Context: an optimization exercise on an open-source flow, tuned for small area. The choices shown serve that exercise and are no tape-out recipe. The RTL was checked by simulation tests, not by an equivalence proof against the original design. The clock cells of run 4 come from the design's own scripts or RTL, not from TritonCTS. The clock port is modelled as an ideal driver, which makes a skipped or thinned clock tree look cheaper than it is; a real chip needs a root buffer or a tree. Power and IR drop assume default switching activity.

### flow/design.v
module signal(clk, reset, en, signal, led);
input clk, reset, en;
output reg signal;
output led;
localparam [9:0] CT_RST  = 10'b1010111110;
localparam [9:0] CT_MASK = 10'b1111111000;
localparam [9:0] CT_END  = 10'b1010101000;
reg [9:0] ct;
wire ct_end = ((ct & CT_MASK) == CT_END);
wire clr = ~reset | (~en & ct_end);
always @(posedge clk)
    if (clr)     ct <= CT_RST;
    else if (~en) ct <= {~ct[8:0], ~(ct[9] ^ ct[6])};
always @(posedge clk)
    if (~reset | en) signal <= 1'b0;
    else if (ct_end) signal <= ~signal;
assign led = signal;
endmodule
module stepper(clock, en, reset, dir, stepperPins);
input clock, reset, dir, en;
output reg [3:0] stepperPins;
localparam [9:0] C3_RST = 10'b0010100110;
localparam [9:0] C3_POL = 10'b1010101010;
reg [9:0] c3;
wire [9:0] s3 = c3 ^ C3_POL;           
wire z9 = (s3[8:0] == 9'd0);
wire ready = z9 & ~s3[9];               
wire fb = (s3[9] ^ s3[6]) & ~z9;
wire stp = ready & en;
wire clr = ~reset | stp;
always @(posedge clock)
    if (clr) c3 <= C3_RST;
    else     c3 <= {~c3[8:0], fb};
reg [2:0] step;
reg [2:0] up, dn;
always @(*)
    case (step)
        3'd0: begin up = 3'd1; dn = 3'd7; end
        3'd1: begin up = 3'd2; dn = 3'd0; end
        3'd2: begin up = 3'd3; dn = 3'd1; end
        3'd3: begin up = 3'd4; dn = 3'd2; end
        3'd4: begin up = 3'd5; dn = 3'd3; end
        3'd5: begin up = 3'd6; dn = 3'd4; end
        3'd6: begin up = 3'd7; dn = 3'd5; end
        default: begin up = 3'd0; dn = 3'd6; end
    endcase
always @(posedge clock)
    if (~reset)   step <= 3'd0;
    else if (stp) step <= dir ? up : dn;
always @(*)
    case (step)
        3'd0: stepperPins = 4'b1000;
        3'd1: stepperPins = 4'b1100;
        3'd2: stepperPins = 4'b0100;
        3'd3: stepperPins = 4'b0110;
        3'd4: stepperPins = 4'b0010;
        3'd5: stepperPins = 4'b0011;
        3'd6: stepperPins = 4'b0001;
        default: stepperPins = 4'b1001;
    endcase
endmodule
module tbot(clock, m1_en, reset, m1_dir, m1_led, m1_stepperPins, m2_en, m2_dir, m2_led, m2_stepperPins, machine_on, sig, led);
input clock, reset;
input m1_dir, m2_dir, m1_en, m2_en;
output [2:0] m1_led;
output [2:0] m2_led;
output [3:0] m1_stepperPins;
output [3:0] m2_stepperPins;
input machine_on;
output sig, led;
localparam [19:0] C1_RST  = 20'b11010111111111011001;
localparam [19:0] C1_MASK = 20'b11111111111110110110;
localparam [19:0] C1_END  = 20'b10101010101010100010;
reg [19:0] c1;
wire c1_end = ((c1 & C1_MASK) == C1_END);
wire c1_clr = ~reset | c1_end;
always @(posedge clock)
    if (c1_clr) c1 <= C1_RST;
    else        c1 <= {~c1[18:0], ~(c1[19] ^ c1[16])};
reg [2:0] sec_n;
wire sec_inc = c1_end | (sec_n == 3'b000);
always @(posedge clock)
    if (~reset)       sec_n <= 3'b111;
    else if (sec_inc) sec_n <= {sec_n[2] ^ ~(sec_n[1] | sec_n[0]), sec_n[1] ^ ~sec_n[0], ~sec_n[0]};
assign m1_led = sec_n;
assign m2_led = sec_n;
stepper s1(.clock(clock), .en(m1_en), .reset(reset), .dir(m1_dir), .stepperPins(m1_stepperPins));
stepper s2(.clock(clock), .en(m2_en), .reset(reset), .dir(m2_dir), .stepperPins(m2_stepperPins));
signal signal(.clk(clock), .reset(reset), .en(machine_on), .signal(sig), .led(led));
endmodule
### flow/run.sh
#!/bin/bash
# synth_recipe.tcl (not shown) runs the flow's synth.tcl, then flattens the netlist and writes it again
# the make line also repeats each setting of config.mk as NAME=value (left out here)
make -C /OpenROAD-flow-scripts/flow DESIGN_CONFIG=/design/flow/config.mk WORK_HOME=/design/flow/orfs CLKGATE_MAP_FILE= SYNTH_SCRIPT=/design/flow/synth_recipe.tcl finish
### flow/config.mk
export PLATFORM = sky130hd
export DESIGN_NAME = tbot
export DESIGN_NICKNAME = tbot
export VERILOG_FILES = /design/flow/design.v
export SDC_FILE = /design/flow/constraint.sdc
export NUM_CORES = 4
export LEC_CHECK = 0
export ABC_AREA = 1
export CAP_MARGIN = 20
export CORE_MARGIN = 2
export CORE_UTILIZATION = 40
export PLACE_DENSITY = 0.6
export SLEW_MARGIN = 20
### flow/constraint.sdc
create_clock -name core_clock -period 10.0 [get_ports {clock}]
set_input_delay 2.0000 -clock core_clock [delete_from_list [all_inputs] [get_ports {clock}]]
set_output_delay 2.0000 -clock core_clock [all_outputs]
set_load 0.01 [all_outputs]
==> results of run 1 <==
critical path: stages (launching register included):
cell,delay [ns]
dfxtp_1,0.39
inv_1,0.10
ha_1,0.26
inv_1,0.07
nand4_1,0.12
o21ai_0,0.11
clkdlybuf4s50_1,0.56
registers in the layout, indices dropped and copies added, names as in the netlist:
| name | cells |
|---|---|
| s2.c3 | 10 |
| c1 | 20 |
| sec_n | 3 |
| s2.step | 3 |
| signal.ct | 10 |
| s1.step | 3 |
| signal.signal | 1 |
| s1.c3 | 10 |
placed cells by master, fill, tap and decap left out:
master and instances:
dfxtp_1 60, nand2_1 56, nor2_1 47, inv_1 33, clkdlybuf4s50_1 22, nand3_1 20
a21oi_1 13, o21ai_0 9, clkbuf_8 9, nand2_2 8, nand4_1 7, ha_1 6
xor2_1 3, xnor2_1 3, clkinvlp_4 3, or2_1 2, nand3b_1 2, nor2_2 2
nor3_1 2, inv_6 2, a31oi_1 1, nand3_2 1, nand2_4 1, inv_4 1
clkinv_2 1, bufinv_16 1
through the flow:
step                utilization (%)  instances
finish                         49.7        387
global route                   49.7        387
CTS                            49.7        387
detailed placement             46.1        371
global placement               46.1        371
floorplan                         -        286
cells in the mapped netlist:
| master | n | area [um2] |
|---|---|---|
| nand4_1 | 7 | 43.8 |
| dfxtp_1 | 60 | 1200 |
| xnor2_1 | 3 | 26.3 |
| ha_1 | 6 | 75.1 |
| nand3_1 | 20 | 100 |
| buf_1 | 1 | 3.75 |
| a31oi_1 | 1 | 6.26 |
| nor2_1 | 47 | 176 |
| or2_1 | 2 | 12.5 |
| nor3_1 | 2 | 10.0 |
| a21oi_1 | 13 | 65.1 |
| buf_8 | 1 | 15.0 |
| xor2_1 | 3 | 26.3 |
| nand2_2 | 8 | 50.1 |
| nand2_4 | 1 | 11.3 |
| nand3b_1 | 2 | 15.0 |
| inv_4 | 1 | 6.26 |
| inv_1 | 33 | 124 |
| buf_2 | 3 | 15.0 |
| buf_4 | 4 | 30.0 |
| nand3_2 | 1 | 10.0 |
| o21ai_0 | 9 | 45.0 |
| nor2_2 | 2 | 12.5 |
| nand2_1 | 56 | 210 |
cells by family after synthesis:
kind of cell	count (synthesis)	share of synthesized area, %
xor gates and xnor gates	6	2.29
buffers and inverters	43	8.47
and+or+nand+nor	148	28.5
AOI/OAI and AO/OA	23	5.08
DFF	60	52.4
adders and majority gates	6	3.28
cell type report:
type / instances / area (um2)
Clock buffer: 9 / 124
Clock inverter: 7 / 75.1
Fill cell: 557 / 2770
Inverter: 34 / 130
Multi-Input combinational cell: 183 / 896
Sequential cell: 60 / 1200
Tap cell: 72 / 90.1
Timing Repair Buffer: 22 / 220
worst max path at each step:
stage / cells after the start / endpoint / slack [ns] / from
2_1_floorplan: 4 / m1_stepperPins[0] / 7.00 / s1.step[0]$_SDFFE_PN0P_
3_3_place_gp: 5 / s2.c3[0]$_SDFF_PP0_ / 6.35 / reset
3_5_place_dp: 5 / s2.c3[0]$_SDFF_PP0_ / 6.35 / reset
4_1_cts: 6 / m1_stepperPins[3] / 6.05 / s1.step[0]$_SDFFE_PN0P_
5_1_grt: 5 / m1_stepperPins[0] / 5.92 / s1.step[0]$_SDFFE_PN0P_
6_report: 6 / m1_stepperPins[3] / 6.07 / s1.step[0]$_SDFFE_PN0P_
metal layers:
metal	global-route usage [%]	routed length, um	vias to the layer above
li1	-	-	940
met1	16.8	1940	749
met2	21.4	1620	36
met3	6.22	189	4
met4	6.38	49	0
met5	0	0	-
report_power, final:
group | switching, W | internal (W) | total (W)
Combinational | 0.0000156 | 0.0000119 | 0.0000274
Sequential | 0.00000729 | 0.000251 | 0.000259
Clock | 0.0000960 | 0.000116 | 0.000212
Total | 0.000119 | 0.000379 | 0.000498
==> run notes, run 1 <==
* Largest net degree at the start of global routing at 21
* Outcome: timing/DRC/antenna clean
* Worst hold slack at 0.386 ns
* Setup WS pre-CTS at between 6 and 7 ns
* Clock transition at path regs at 0.07 ns
* RSZ-0062 raised after global routing: false
* Max Cap Viol at 0
* Root Driver: clkbuf_8
* Slew HR at 48.1%
* Final Max Slew Viols at 0
* Max Freq at between 0.2 and 0.3 GHz
* GRT Util Overall at approximately 14%
* Worst Tran Pin Value at 0.776 ns
* Syn Area/Cell at about 8 um2
* Final instance area at about 2700 um2
* Drc violations at 0
* Fin crit period at around 4 ns
* Worst Hold Class: flop to flop
* Hold Fails Final Rpt at 0
* Number of top-level pins at 23
* Hold wc startpoint: c1[6]$_SDFF_PP1_
* Vias at 1729
* Critical Path Source Type: flop
* Layout cells sized above 1 at 9.21%
* Die area at around 6300 um2
* Final net count at around 320
* Hold Crit Depth at 1
* Port Buffer Count at 22
* Distinct cells, synth at 24
* Critical path endpoint category: output pin
* Pwr/cell area at about 180 nW/um2
* Cts hold-fix bufs at 0
* Routed Antenna Nets at 0
* Overall power at ~0.0005 W
* R2r setup slk at about 8.6 ns
* Row count at 27
* Reg2reg path depth at 9
* Critical Path AT at 1.93 ns
* Register area share after synthesis at between 50% and 60%
* #FFs+latches synth at 60
* Post-CTS setup buffers at 0
* Area Growth Syn to Fin at 19.4%
* First-pass GRT wire length at ~6800 um
* Die Ht at approximately 80 um
* Worst EP required at approximately 8 ns
* Hold Path End: c1[7]$_SDFF_PP1_
* Die X at ~80 um
* Syn Nets at ~300
* DRT Pass-1 Iters at 4
* Max Buffers Root-to-Sink at 2
* Final TNS setup at 0 ns
* Worst skew pair latency at roughly 0.33 ns
* Total CTS buffers at 9
* Synth warn at 3
* Final worst-path cycle share at between 30% and 40%
* Clk sinks at 60
* H-Tree Depth at 3
* Dpl cell area at around 2500 um2
* FF-to-FF Start: s2.c3[7]$_SDFF_PP1_
* Routability cong. at approximately 0.75
* Final setup margin at roughly 6 ns
* Routed WL per cell at roughly 10 um
* Clock Skews at 0.00637 ns
* Synth Instances at ~290
* Peak supply drop at between 90 and 100 uV
* Leakage power total at around 1.3 nW
* Netlist Area Pre-Place at 2290 um2
* Initial antenna violation count at 0
* Peak fanout along the critical path at 4
* Post-cts resize count at 0
* Hpwl dp at ~2700 um
* Final setup fails at 0
* Core area at roughly 5500 um2
* Vias in the first global route at 1628
* Routed WL at about 3800 um
* Critical path type: flop to output pin
* Initial drt markers at 47
* Vias per cell at 4.47
* Initial Utilization at a little over two fifths
* CTS tree: done
* Worst reg2reg endpoint: s2.c3[0]$_SDFF_PP0_
* Grt ovf at 0
* Diode count at 0
==> run 2, diff against run 1 <==
==> flow/flow/run.sh (new file) <==
#!/bin/bash
# Own flow: the standard layout, logged to a file.
bash standard.sh > standard.log 2>&1
==> flow/standard.sh (new file) <==
#!/bin/bash
# synth_recipe.tcl (not shown) runs the flow's synth.tcl, then flattens the netlist and writes it again
# the make line also repeats each setting of config.mk as NAME=value (left out here)
make -C /OpenROAD-flow-scripts/flow DESIGN_CONFIG=/design/flow/config.mk WORK_HOME=/design/flow/orfs CLKGATE_MAP_FILE= SYNTH_SCRIPT=/design/flow/synth_recipe.tcl "${@:-finish}"
removed: flow/run.sh
==> run 2 against run 1 <==
  * Combinational power about the same
  * Cell count unchanged
  * Highest routed layer unchanged
  * First-iteration DRC count unchanged
  * Clock power about the same
  * Via count unchanged
  * Utilization unchanged
  * Clock-buffer cell count unchanged
  * Register-to-register slack about the same
  * Still clean
==> run notes, run 2 <==
* Outcome: timing/DRC/antenna clean (unchanged)
* Worst path max stage delay at 0.56 ns (about the same)
* Pwr/cell area at 182 nW/um2 (unchanged)
* Syn Area/Cell at 8.01 um2 (unchanged)
* Critical Path AT at 1.93 ns (about the same)
* Root Driver: clkbuf_8 (unchanged)
* Count leader, synth: dfxtp_1 (unchanged)
* Most common cell after layout, fill and taps aside: dfxtp_1 (unchanged)
* Clock transition at path regs at 0.07 ns (about the same)
* Critical path endpoint category: output pin (unchanged)
* Max Freq at 0.255 GHz (unchanged)
* Fin crit period at 3.93 ns (unchanged)
* Die area at 6350 um2 (unchanged)
* First-pass GRT wire length at 6810 um (unchanged)
* Vias in the first global route at 1628 (unchanged)
* Worst skew pair latency at 0.33 ns (about the same)
* H-Tree Depth at 3 (unchanged)
* Async S/R FF share, synth at 0% (unchanged)
* Number of top-level pins at 23 (unchanged)
* Crit-path leading delay family: buffers and inverters (unchanged)
* Drc violations at 0 (unchanged)
* CP max stage cell: clkdlybuf4s50_1 (unchanged)
* Synth warn at 3 (unchanged)
* Most frequent cells in the layout: dfxtp_1, nand2_1, nor2_1, inv_1, clkdlybuf4s50_1 (unchanged)
* Worst Hold Class: flop to flop (unchanged)
* Synth area leaders: dfxtp_1, nand2_1, nor2_1 (unchanged)
* Final setup fails at 0 (unchanged)
* Register area share after synthesis at 52.4% (unchanged)
* Final worst-path cycle share at 39.3% (unchanged)
* Largest net degree at the start of global routing at 21 (unchanged)
* Total CTS buffers at 9 (unchanged)
* Final core occ at 49.7% (unchanged)
* Die Ht at 79.7 um (unchanged)
* Initial antenna violation count at 0 (unchanged)
* Syn Nets at 299 (unchanged)
* Core area at 5510 um2 (unchanged)
* Routed Antenna Nets at 0 (unchanged)
* CP cell instances: inv_1 -> ha_1 -> inv_1 -> nand4_1 -> o21ai_0 -> clkdlybuf4s50_1 (unchanged)
* Area Growth Syn to Fin at 19.4% (unchanged)
* Diode count at 0 (unchanged)
* Most used flip-flop cell after synthesis: dfxtp_1 (unchanged)
* Worst Tran Pin Value at 0.776 ns (unchanged)
* GRT Util Overall at 14.0% (unchanged)
* Critical path type: flop to output pin (unchanged)
* Hold Fails Final Rpt at 0 (unchanged)
* Top cell by count, worst path: inv_1 (unchanged)
* Critical Path Source Type: flop (unchanged)
* CTS tree: done (unchanged)
* Peak fanout along the critical path at 4 (unchanged)
* Vias at 1729 (unchanged)
* Routability cong. at 0.748 (unchanged)
* Port Buffer Count at 22 (unchanged)
* Cts hold-fix bufs at 0 (unchanged)
* Post-synth EDFFs at 0 (unchanged)
* Distinct cells, synth at 24 (unchanged)
* Routed WL per cell at 9.81 um (unchanged)
* Final net count at 323 (unchanged)
* Slew HR at 48.1% (unchanged)
* Clock Skews at 0.00637 ns (unchanged)
* Grt ovf at 0 (unchanged)
* Synth top area share at 52.4% (unchanged)
* Hpwl dp at 2670 um (unchanged)
* Max reg flops at 20 (unchanged)
* RSZ-0062 raised after global routing: false (unchanged)
* Leakage power total at 1.25 nW (unchanged)
* Initial drt markers at 47 (unchanged)
* Worst EP required at 8.00 ns (about the same)
* DRT Pass-1 Iters at 4 (unchanged)
* Top reg by flops: c1 (unchanged)
* Bufs and invs on worst path at 3 (unchanged)
* Row count at 27 (unchanged)
* Netlist Area Pre-Place at 2290 um2 (unchanged)
* Vias per cell at 4.47 (unchanged)
* Layout cells sized above 1 at 9.21% (unchanged)
* Non-Filler Instances at 387 (unchanged)
* Max Cap Viol at 0 (unchanged)
* Max Buffers Root-to-Sink at 2 (unchanged)
* Synth Instances at 286 (unchanged)
* Top cells by count, synth: dfxtp_1, nand2_1, nor2_1, inv_1, nand3_1 (unchanged)
* Final Max Slew Viols at 0 (unchanged)
* Overall power at 0.000498 W (unchanged)
* Post-cts resize count at 0 (unchanged)
* Peak supply drop at 99.4 uV (unchanged)
* Yosys top cell by area: dfxtp_1 (unchanged)
* Final TNS setup at 0 ns (unchanged)
* Routed WL at 3800 um (unchanged)
* Post-CTS setup buffers at 0 (unchanged)
* Initial Utilization at 41.6% (unchanged)
* #FFs+latches synth at 60 (unchanged)
* Clk sinks at 60 (unchanged)
* Placed instance count at 371 (unchanged)
* Die X at 79.7 um (unchanged)
==> run 2: final timing paths <==
kind / endpoint / from / slack [ns] / depth (start not counted)
min: c1[7]$_SDFF_PP1_ / c1[6]$_SDFF_PP1_ / 0.39 / 1
min reg2reg: c1[7]$_SDFF_PP1_ / c1[6]$_SDFF_PP1_ / 0.39 / 1
max reg2reg: s2.c3[0]$_SDFF_PP0_ / s2.c3[7]$_SDFF_PP1_ / 8.57 / 9
max: m1_stepperPins[3] / s1.step[0]$_SDFFE_PN0P_ / 6.07 / 6
==> run 2: report_power, final <==
part	leakage [nW]	switching (W)	internal, W
clock network	0.0923	0.0000960	0.000116
registers	0.496	0.00000729	0.000251
logic	0.667	0.0000156	0.0000119
==> run 2: cell families (layout without fill, tap and decap cells) <==
| group | count (synthesis) | in the layout | synth area share [%] |
|---|---|---|---|
| xor+xnor | 6 | 6 | 2.29 |
| buf+inv | 43 | 72 | 8.47 |
| simple gates | 148 | 148 | 28.5 |
| flops | 60 | 60 | 52.4 |
| compound gates | 23 | 23 | 5.08 |
| fa+ha+maj | 6 | 6 | 3.28 |
==> run 2: final cells by class <==
class,count,area [um2]
repair buffers,22,220
well taps,72,90.1
inverters,34,130
fillers,557,2770
flip-flops and latches,60,1200
clock inverters,7,75.1
clock buffers,9,124
multi-input cells,183,896
==> run 2: stage by stage <==
step                      hold slack, ns  instance area [um2]  setup slack, ns
after global routing               0.403                 2740             5.92
after global placement             0.364                 2540             6.35
after CTS                          0.389                 2740             6.05
final                              0.386                 2740             6.07
after detailed placement           0.372                 2540             6.35
after floorplan                    0.358                 2290             7.00
==> run 2: worst register-to-register path: cells and delay by family, from the launching register on <==
family                 cells  cell delay (ns)
buffers and inverters      3             0.21
flip-flops                 1             0.35
AND/OR/NAND/NOR            6             0.78
==> run 2: metal layers <==
| layer | GRT usage, % | wire [um] | vias up |
|---|---|---|---|
| li1 | - | - | 940 |
| met1 | 16.8 | 1940 | 749 |
| met2 | 21.4 | 1620 | 36 |
| met3 | 6.22 | 189 | 4 |
| met4 | 6.38 | 49 | 0 |
| met5 | 0 | 0 | - |
==> run 3, diff against run 2 <==
==> flow/flow/run.sh (replaced) <==
#!/bin/bash
# Own flow: the standard layout (standard.sh) with three changes that only
# affect how the same design is laid out:
#  1. synthesis maps with an area-oriented ABC script (flow/abc_area2.script);
#     everything else in synthesis, flops included, is the standard synthesis.
#  2. port buffers are the minimum-size buffer (every port is still buffered).
#  3. the clock tree uses larger sink clusters and no dummy loads.
# Each tool's output goes to a log file in this folder (and ORFS's own logs).
set -euo pipefail
W=$PWD

# The standard flow's synthesis script, with ABC's script replaced
sed -e "s|^source \$::env(SCRIPTS_DIR)/synth_preamble.tcl\$|&\nset abc_args [lreplace \$abc_args 1 1 $W/flow/abc_area2.script]|" \
    "$FLOW_HOME/scripts/synth.tcl" > "$W/synth_mod.tcl"
grep -q abc_area2 "$W/synth_mod.tcl"
sed -e "s|^source \$::env(SCRIPTS_DIR)/synth.tcl\$|source $W/synth_mod.tcl|" \
    "$W/synth_recipe.tcl" > "$W/my_synth.tcl"
grep -q synth_mod "$W/my_synth.tcl"

export BUFFER_PORTS_ARGS="-buffer_cell sky130_fd_sc_hd__buf_1"
export CTS_ARGS="-sink_clustering_enable -repair_clock_nets -dont_use_dummy_load -sink_clustering_size 30 -sink_clustering_max_diameter 100 -buf_list sky130_fd_sc_hd__clkbuf_8"

bash standard.sh SYNTH_SCRIPT="$W/my_synth.tcl" finish > "$W/standard.log" 2>&1
==> flow/flow/abc_area2.script (new file) <==
strash
dch
amap
topo
==> run 3 against run 2 <==
  * Synthesized area is 7.3% lower
  * First-iteration DRC count is 110% higher
  * Sequential power hardly changed
  * Highest routed layer unchanged
==> run notes, run 3 <==
* Synth Instances at 227 (was 286)
* Drc violations at 0 (unchanged)
* Distinct cells, synth at 27 (was 24)
* Met2 global-route usage at 19.2% (was 21.4%)
* Initial antenna violation count at 0 (unchanged)
* Die X at 76.9 um (was 79.7 um)
* Grt ovf at 0 (unchanged)
* Pwr/cell area at 181 nW/um2 (was 182 nW/um2)
* Max Cap Viol at 0 (unchanged)
* Max Freq at 0.267 GHz (was 0.255 GHz)
* Clk sinks at 60 (unchanged)
* Synth top area share at 56.6% (was 52.4%)
* Final net count at 269 (was 323)
* Worst Hold Class: flop to flop (unchanged)
* Met3 global-route usage at 6.12% (was 6.22%)
* Critical path endpoint category: output pin (unchanged)
* Syn Nets at 240 (was 299)
* Syn Area/Cell at 9.35 um2 (was 8.01 um2)
* CTS tree: done (unchanged)
* Most frequent cells in the layout: dfxtp_1, nor2_1, clkinv_1, buf_1, nand2_1 (was dfxtp_1, nand2_1, nor2_1, inv_1, clkdlybuf4s50_1)
* Slew HR at 46.3% (was 48.1%)
* Post-synth EDFFs at 0 (unchanged)
* Netlist Area Pre-Place at 2120 um2 (was 2290 um2)
* Final instance area at 2390 um2 (was 2740 um2)
* Peak fanout along the critical path at 4 (unchanged)
* Vias per cell at 4.82 (was 4.47)
* Worst Tran Pin Value at 0.806 ns (was 0.776 ns)
* Post-CTS setup buffers at 0 (unchanged)
* Outcome: timing/DRC/antenna clean (unchanged)
* Vias in the first global route at 1404 (was 1628)
* Worst skew pair latency at 0.33 ns (about the same)
* Post-cts resize count at 0 (unchanged)
* Final worst-path cycle share at 37.4% (was 39.3%)
* H-Tree Depth at 3 (unchanged)
* Port Buffer Count at 22 (unchanged)
* Initial Utilization at 41.6% (about the same)
* Register area share after synthesis at 56.6% (was 52.4%)
* Cts hold-fix bufs at 0 (unchanged)
* Diode count at 0 (unchanged)
* RSZ-0062 raised after global routing: false (unchanged)
* Vias at 1561 (was 1729)
* Count leader, synth: dfxtp_1 (unchanged)
* Most used flip-flop cell after synthesis: dfxtp_1 (unchanged)
* Max Buffers Root-to-Sink at 2 (unchanged)
* #FFs+latches synth at 60 (unchanged)
* First-pass GRT wire length at 6020 um (was 6810 um)
* Root Driver: clkbuf_8 (unchanged)
* Routed Antenna Nets at 0 (unchanged)
* Routed WL at 3510 um (was 3800 um)
* Final TNS setup at 0 ns (unchanged)
* GRT Util Overall at 13.2% (was 14.0%)
* Final core occ at 46.7% (was 49.7%)
* Row count at 26 (was 27)
* Critical Path Source Type: flop (unchanged)
* Critical Path AT at 1.74 ns (was 1.93 ns)
* Yosys top cell by area: dfxtp_1 (unchanged)
* Final Max Slew Viols at 0 (unchanged)
* Top Usage Layer GRT: met2 (unchanged)
* Fin crit period at 3.74 ns (was 3.93 ns)
* Area Growth Syn to Fin at 12.4% (was 19.4%)
* Hpwl dp at 2530 um (was 2670 um)
* Core area at 5110 um2 (was 5510 um2)
* GR Util met1 at 16.0% (was 16.8%)
* Routability cong. at 0.696 (was 0.748)
* Dpl cell area at 2260 um2 (was 2540 um2)
* Die area at 5910 um2 (was 6350 um2)
* DRT Pass-1 Iters at 4 (unchanged)
* Layout cells sized above 1 at 3.54% (was 9.21%)
* Final setup fails at 0 (unchanged)
* Most common cell after layout, fill and taps aside: dfxtp_1 (unchanged)
* Leakage power total at 0.900 nW (was 1.25 nW)
* Max reg flops at 20 (unchanged)
* Peak supply drop at 99.1 uV (was 99.4 uV)
* Total CTS buffers at 9 (unchanged)
* Worst EP required at 8.00 ns (about the same)
* Clock transition at path regs at 0.05 ns (was 0.07 ns)
* Clock Skews at 0.0214 ns (was 0.00637 ns)
* Synth warn at 3 (unchanged)
* Die Ht at 76.9 um (was 79.7 um)
* Critical path type: flop to output pin (unchanged)
* Routed WL per cell at 10.8 um (was 9.81 um)
* Largest net degree at the start of global routing at 21 (unchanged)
* Hold Fails Final Rpt at 0 (unchanged)
* Top cells by count, synth: dfxtp_1, nor2_1, clkinv_1, nand2_1, nand3_1 (was dfxtp_1, nand2_1, nor2_1, inv_1, nand3_1)
* Number of top-level pins at 23 (unchanged)
* Fillers at 506 (was 557)
* Top reg by flops: c1 (unchanged)
* Initial drt markers at 98 (was 47)
* Synth area leaders: dfxtp_1, nor2_1, clkinv_1 (was dfxtp_1, nand2_1, nor2_1)
* Async S/R FF share, synth at 0% (unchanged)
==> run 3: worst paths after layout <==
kind / start / end / slack [ns] / cells past startpoint
worst min-delay path: c1[6]$_SDFF_PP1_ / c1[7]$_SDFF_PP1_ / 0.37 / 1
worst max register to register: c1[5]$_SDFF_PP0_ / c1[13]$_SDFF_PP1_ / 7.84 / 5
worst max-delay path: s1.step[0]$_SDFFE_PN0P_ / m1_stepperPins[0] / 6.26 / 6
worst min register to register: c1[6]$_SDFF_PP1_ / c1[7]$_SDFF_PP1_ / 0.37 / 1
==> run 3: area by class of cell <==
class                   count  area, um2  share of cell area, %
clock buffers               9        124                   5.19
well taps                  70       87.6                   3.67
repair buffers             22       82.6                   3.46
multi-input cells         133        779                   32.7
flip-flops and latches     60       1200                   50.3
inverters                  30        113                   4.72
==> run 3: cells by family (layout without fill, tap and decap cells) <==
logic type | Yosys count | count (layout) | synth area share, %
fa+ha+maj | 6 | 6 | 3.54
compound gates | 41 | 41 | 13.8
buf+inv | 34 | 61 | 6.72
simple gates | 86 | 86 | 19.4
flops | 60 | 60 | 56.6
==> run 3: where the power goes <==
group | switching [W] | total, W | internal [W] | leakage, nW
clock | 0.0000747 | 0.000154 | 0.0000796 | 0.0647
sequential | 0.00000642 | 0.000258 | 0.000252 | 0.496
combinational | 0.0000125 | 0.0000207 | 0.00000817 | 0.340
total | 0.0000936 | 0.000433 | 0.000339 | 0.900
==> run 3: critical path, cell delays in order, from the launching register on <==
cell      delay, ns
dfxtp_1        0.38
clkinv_1       0.14
ha_1           0.21
nor2_1         0.23
nand2_1        0.11
o22ai_1        0.19
buf_1          0.17
==> run 3: metal layers <==
layer | up-vias | share of wire [%]
met1 | 684 | 50
li1 | 835 | -
met3 | 8 | 6.5
met4 | 0 | 2.0
met5 | - | 0
met2 | 34 | 42
==> run 3: metrics by stage <==
| step | hold slack (ns) | std cells | total power [W] | setup slack [ns] |
|---|---|---|---|---|
| floorplan | 0.356 | 227 | 0.000276 | 6.83 |
| global placement | 0.359 | 315 | 0.000284 | 6.02 |
| detailed placement | 0.368 | 315 | 0.000284 | 5.95 |
| CTS | 0.376 | 324 | 0.000440 | 6.24 |
| global route | 0.392 | 324 | 0.000453 | 6.05 |
| finish | 0.374 | 324 | 0.000433 | 6.26 |
==> run 4, diff against run 3 <==
==> flow/flow/run.sh (replaced) <==
#!/bin/bash
# Own flow: the standard layout (standard.sh) with changes that only
# affect how the same design is laid out:
#  1. synthesis maps with an area-oriented ABC script (flow/abc_area2.script);
#     everything else in synthesis, flops included, is the standard synthesis.
#  2. port buffers are the minimum-size buffer (every port is still buffered).
#  3. after CTS, the clock tree is rebuilt as CLK_LEAVES buffers fed by the
#     clock port, each driving an equal share of the flops (flow/build_clk.tcl).
# Each tool's output goes to a log file in this folder (and ORFS's own logs).
set -euo pipefail
W=$PWD
export FLOW_FLOW_DIR=$W/flow

# The standard flow's synthesis script, with ABC's script replaced
sed -e "s|^source \$::env(SCRIPTS_DIR)/synth_preamble.tcl\$|&\nset abc_args [lreplace \$abc_args 1 1 $W/flow/abc_area2.script]|" \
    "$FLOW_HOME/scripts/synth.tcl" > "$W/synth_mod.tcl"
grep -q abc_area2 "$W/synth_mod.tcl"
sed -e "s|^source \$::env(SCRIPTS_DIR)/synth.tcl\$|source $W/synth_mod.tcl|" \
    "$W/synth_recipe.tcl" > "$W/my_synth.tcl"
grep -q synth_mod "$W/my_synth.tcl"

export BUFFER_PORTS_ARGS="-buffer_cell sky130_fd_sc_hd__buf_1"
export CTS_ARGS="-sink_clustering_enable -repair_clock_nets -dont_use_dummy_load -buf_list sky130_fd_sc_hd__clkbuf_8"
export POST_CTS_TCL=$W/flow/post_cts.tcl
export CLK_LEAVES=${CLK_LEAVES:-3}
export CLK_LEAF_CELL=${CLK_LEAF_CELL:-sky130_fd_sc_hd__clkbuf_8}

bash standard.sh SYNTH_SCRIPT="$W/my_synth.tcl" finish > "$W/standard.log" 2>&1
==> flow/flow/build_clk.tcl (new file) <==
# Replace the clock tree with K leaf buffers driven straight from the clock
# port: the flops are split into K groups by position (balanced, sorted along
# the longer axis of the core), each group driven by one buffer at its centroid.
proc build_clock_tree {k cell} {
  set db [ord::get_db]
  set block [ord::get_db_block]
  set master [$db findMaster $cell]
  if {$master == "NULL"} { error "no master $cell" }
  set clkbt [$block findBTerm clock]
  set clknet [$clkbt getNet]
  # 1. remove any existing buffers in the clock network, moving their sinks up
  set changed 1
  while {$changed} {
    set changed 0
    foreach it [$clknet getITerms] {
      set inst [$it getInst]
      if {![string match clkbuf_* [$inst getName]]} continue
      set out [[$inst findITerm X] getNet]
      foreach s [$out getITerms] {
        if {[$s getInst] == $inst} continue
        $s disconnect
        $s connect $clknet
      }
      odb::dbInst_destroy $inst
      odb::dbNet_destroy $out
      set changed 1
      break
    }
  }
  # 2. the sinks: flip-flop clock pins
  set sinks {}
  foreach it [$clknet getITerms] {
    lappend sinks [list [lindex [$it getAvgXY] 1] [lindex [$it getAvgXY] 2] $it]
  }
  set n [llength $sinks]
  # split into k groups: sort by y, cut into rows of groups, then by x
  set sinks [lsort -real -index 1 $sinks]
  set groups {}
  set per [expr {int(ceil(double($n) / $k))}]
  for {set g 0} {$g < $k} {incr g} {
    lappend groups [lrange $sinks [expr {$g * $per}] [expr {($g + 1) * $per - 1}]]
  }
  set i 0
  foreach grp $groups {
    if {[llength $grp] == 0} continue
    set sx 0; set sy 0
    foreach s $grp { set sx [expr {$sx + [lindex $s 0]}]; set sy [expr {$sy + [lindex $s 1]}] }
    set cx [expr {int($sx / [llength $grp])}]
    set cy [expr {int($sy / [llength $grp])}]
    set inst [odb::dbInst_create $block $master clkbuf_leaf_$i]
    $inst setLocation $cx $cy
    $inst setPlacementStatus PLACED
    set net [odb::dbNet_create $block clknet_leaf_$i]
    $net setSigType CLOCK
    [$inst findITerm A] connect $clknet
    [$inst findITerm X] connect $net
    foreach s $grp {
      set it [lindex $s 2]
      $it disconnect
      $it connect $net
    }
    incr i
  }
  puts "build_clock_tree: $i buffers of $cell for $n sinks"
}
==> flow/flow/post_cts.tcl (new file) <==
# POST_CTS hook: replace TritonCTS's tree (an H-tree of 8 leaf buffers plus a
# root for only 60 flops) with a few leaf buffers driven from the clock port.
source $::env(FLOW_FLOW_DIR)/build_clk.tcl
build_clock_tree $::env(CLK_LEAVES) $::env(CLK_LEAF_CELL)
detailed_placement
check_placement -verbose
estimate_parasitics -placement
report_clock_skew
--- a/flow/config.mk
+++ b/flow/config.mk
@@ -8,6 +8,6 @@
 export ABC_AREA = 1
 export CAP_MARGIN = 20
 export CORE_MARGIN = 2
-export CORE_UTILIZATION = 40
-export PLACE_DENSITY = 0.6
+export CORE_UTILIZATION = 70
+export PLACE_DENSITY = 0.8
 export SLEW_MARGIN = 20
==> run 4 against run 3 <==
  * Cell count decreased by 14%
  * Sequential cell count did not move
  * Maximum frequency is 2.1% lower
  * Sequential power about the same
  * Critical path type is now input port to flop
  * Largest power group unchanged
==> run notes, run 4 <==
* Max reg flops at 20 (unchanged)
* First-pass GRT wire length at 6610 um (was 6020 um)
* Synth Instances at 227 (unchanged)
* Critical Path AT at 3.89 ns (was 1.74 ns)
* Synth area leaders: dfxtp_1, nor2_1, clkinv_1 (unchanged)
* Initial antenna violation count at 0 (unchanged)
* Routed WL per cell at 14.2 um (was 10.8 um)
* Port Buffer Count at 22 (unchanged)
* Register area share after synthesis at 56.6% (unchanged)
* DRT Pass-1 Iters at 4 (unchanged)
* Most used flip-flop cell after synthesis: dfxtp_1 (unchanged)
* Synth warn at 3 (unchanged)
* Routability cong. at 0.770 (was 0.696)
* Peak fanout along the critical path at 20 (was 4)
* Post-synth EDFFs at 0 (unchanged)
* Worst Hold Class: flop to flop (unchanged)
* Synth top area share at 56.6% (unchanged)
* Vias per cell at 5.79 (was 4.82)
* Slew HR at 48.4% (was 46.3%)
* Max Freq at 0.262 GHz (was 0.267 GHz)
* Pwr/cell area at 161 nW/um2 (was 181 nW/um2)
* Routed Antenna Nets at 0 (unchanged)
* Dpl cell area at 2210 um2 (was 2260 um2)
* Vias in the first global route at 1575 (was 1404)
* Top cells by count, synth: dfxtp_1, nor2_1, clkinv_1, nand2_1, nand3_1 (unchanged)
* Distinct cells, synth at 27 (unchanged)
* Worst skew pair latency at 0.17 ns (was 0.33 ns)
* Fin crit period at 3.82 ns (was 3.74 ns)
* Grt ovf at 0 (unchanged)
* Critical path endpoint category: flop (was output pin)
* Most frequent cells in the layout: dfxtp_1, nor2_1, clkinv_1, buf_1, nand2_1 (unchanged)
* Critical path type: input port to flop (was flop to output pin)
* #FFs+latches synth at 60 (unchanged)
* Syn Nets at 240 (unchanged)
* Final core occ at 79.7% (was 46.7%)
* Vias at 1615 (was 1561)
* Initial Utilization at 75.1% (was 41.6%)
* Die Ht at 59.1 um (was 76.9 um)
* Area Growth Syn to Fin at 6.25% (was 12.4%)
* Routed WL at 3960 um (was 3510 um)
* Final net count at 263 (was 269)
* Final TNS setup at 0 ns (unchanged)
* Leakage power total at 0.857 nW (was 0.900 nW)
* Die X at 59.1 um (was 76.9 um)
* Hold Fails Final Rpt at 0 (unchanged)
* Hpwl dp at 2820 um (was 2530 um)
* Async S/R FF share, synth at 0% (unchanged)
* Fillers at 197 (was 506)
* Diode count at 0 (unchanged)
* Netlist Area Pre-Place at 2120 um2 (unchanged)
* Clock transition at path regs at 0.11 ns (was 0.05 ns)
* Worst EP required at 10.06 ns (was 8.00 ns)
* Final Max Slew Viols at 0 (unchanged)
* Final worst-path cycle share at 38.2% (was 37.4%)
* Peak supply drop at 135 uV (was 99.1 uV)
* GRT Util Overall at 24.2% (was 13.2%)
* Top reg by flops: c1 (unchanged)
* Max Cap Viol at 0 (unchanged)
* Largest net degree at the start of global routing at 21 (unchanged)
* Initial drt markers at 144 (was 98)
* Drc violations at 0 (unchanged)
* Final instance area at 2260 um2 (was 2390 um2)
* Critical Path Source Type: input port (was flop)
* Layout cells sized above 1 at 1.21% (was 3.54%)
* Core area at 2830 um2 (was 5110 um2)
* Die area at 3490 um2 (was 5910 um2)
* Outcome: timing/DRC/antenna clean (unchanged)
* Worst Tran Pin Value at 0.773 ns (was 0.806 ns)
* RSZ-0062 raised after global routing: false (unchanged)
* Count leader, synth: dfxtp_1 (unchanged)
* Syn Area/Cell at 9.35 um2 (unchanged)
* Number of top-level pins at 23 (unchanged)
* Clk sinks at 60 (unchanged)
* Row count at 19 (was 26)
* Clock Skews at 0.00692 ns (was 0.0214 ns)
* Most common cell after layout, fill and taps aside: dfxtp_1 (unchanged)
* Final setup fails at 0 (unchanged)
* Yosys top cell by area: dfxtp_1 (unchanged)
run 4: cell counts after synthesis:
Identical to the previous run, type by type.
run 4: worst max-delay path, cell delays in order:
cell and delay, ns:
buf_1 0.52, clkinv_1 0.44, or2_0 0.59, or2_0 0.33
run 4: worst paths after layout:
check,startpoint,end,slack (ns),cells after the start
setup / recovery,reset,c1[19]$_SDFF_PP1_,6.18,4
hold / removal,c1[3]$_SDFF_PP1_,c1[4]$_SDFF_PP1_,0.39,1
setup reg to reg,c1[5]$_SDFF_PP0_,c1[19]$_SDFF_PP1_,7.81,5
hold reg to reg,c1[3]$_SDFF_PP1_,c1[4]$_SDFF_PP1_,0.39,1
run 4: routing by layer:
layer / up-vias / part of all wire, % / track usage (%)
met5: - / 0 / 0
met4: 0 / 1.3 / 7.14
met3: 5 / 3.5 / 2.84
met2: 35 / 51 / 43.2
met1: 757 / 44 / 30.7
li1: 818 / - / -
run 4: cell type report:
class                           instances  area (um2)  share of cell area [%]
Inverter                               30         113                    4.99
Buffer                                  3        41.3                    1.83
Timing Repair Buffer                   22        82.6                    3.66
Sequential cell                        60        1200                    53.2
Tap cell                               31        38.8                    1.72
Multi-Input combinational cell        133         779                    34.6
run 4: power by group:
part	internal (W)	switching (W)	total [W]
clock network	0.0000281	0.0000558	0.0000838
logic	0.00000817	0.0000134	0.0000215
registers	0.000251	0.00000712	0.000258
run 4: logic make-up (layout without fill, tap and decap cells):
logic type / after synthesis / count (layout) / synth area share [%]
adder cells (fa/ha/maj): 6 / 6 / 3.54
AND/OR/NAND/NOR: 86 / 86 / 19.4
buffers and inverters: 34 / 55 / 6.72
AO/OA/AOI/OAI: 41 / 41 / 13.8
flip-flops: 60 / 60 / 56.6
run 4: stage by stage:
| step | hold WS, ns | cells | power [W] | worst slack [ns] |
|---|---|---|---|---|
| 6_report | 0.389 | 279 | 0.000364 | 6.18 |
| 5_1_grt | 0.407 | 279 | 0.000378 | 5.96 |
| 3_5_place_dp | 0.369 | 276 | 0.000284 | 6.03 |
| 3_3_place_gp | 0.358 | 276 | 0.000282 | 6.13 |
| 2_1_floorplan | 0.356 | 227 | 0.000276 | 6.83 |

[afterwards: timing with drivers on the ports]
The results above use ideal ports. As a check the final layouts listed here were re-extracted and re-timed, cells and wires unchanged. Step 1, drivers: a clkbuf_16 drives clock and a buf_2 each remaining input, both assumed. Step 2, shift: input delay + t, output delay - t, t = (earliest + latest rising clock arrival at the registers) / 2. This alone moves slack from input paths to output paths. a / b / c = no drivers / after step 1 / after step 2; a / b = the first two.
run	t, ns	slack for setup (ns)	hold slack, ns	latest minus earliest clock arrival (ns)	worst slew at a driven data input, ns
run 1	0.357	6.074 / 6.048 / 6.337	0.386 / 0.386 / 0.386	0.009 / 0.008	0.03
run 2	0.357	6.074 / 6.048 / 6.337	0.386 / 0.386 / 0.386	0.009 / 0.008	0.03
run 3	0.351	6.257 / 6.231 / 6.027	0.374 / 0.374 / 0.374	0.021 / 0.021	0.03
run 4	0.204	6.176 / 6.191 / 5.987	0.389 / 0.389 / 0.389	0.008 / 0.008	0.03
After both steps every run listed still meets setup and hold. For run 3, which loses most, drivers alone change the setup slack by -0.026 ns; drivers and shift together by -0.230 ns.
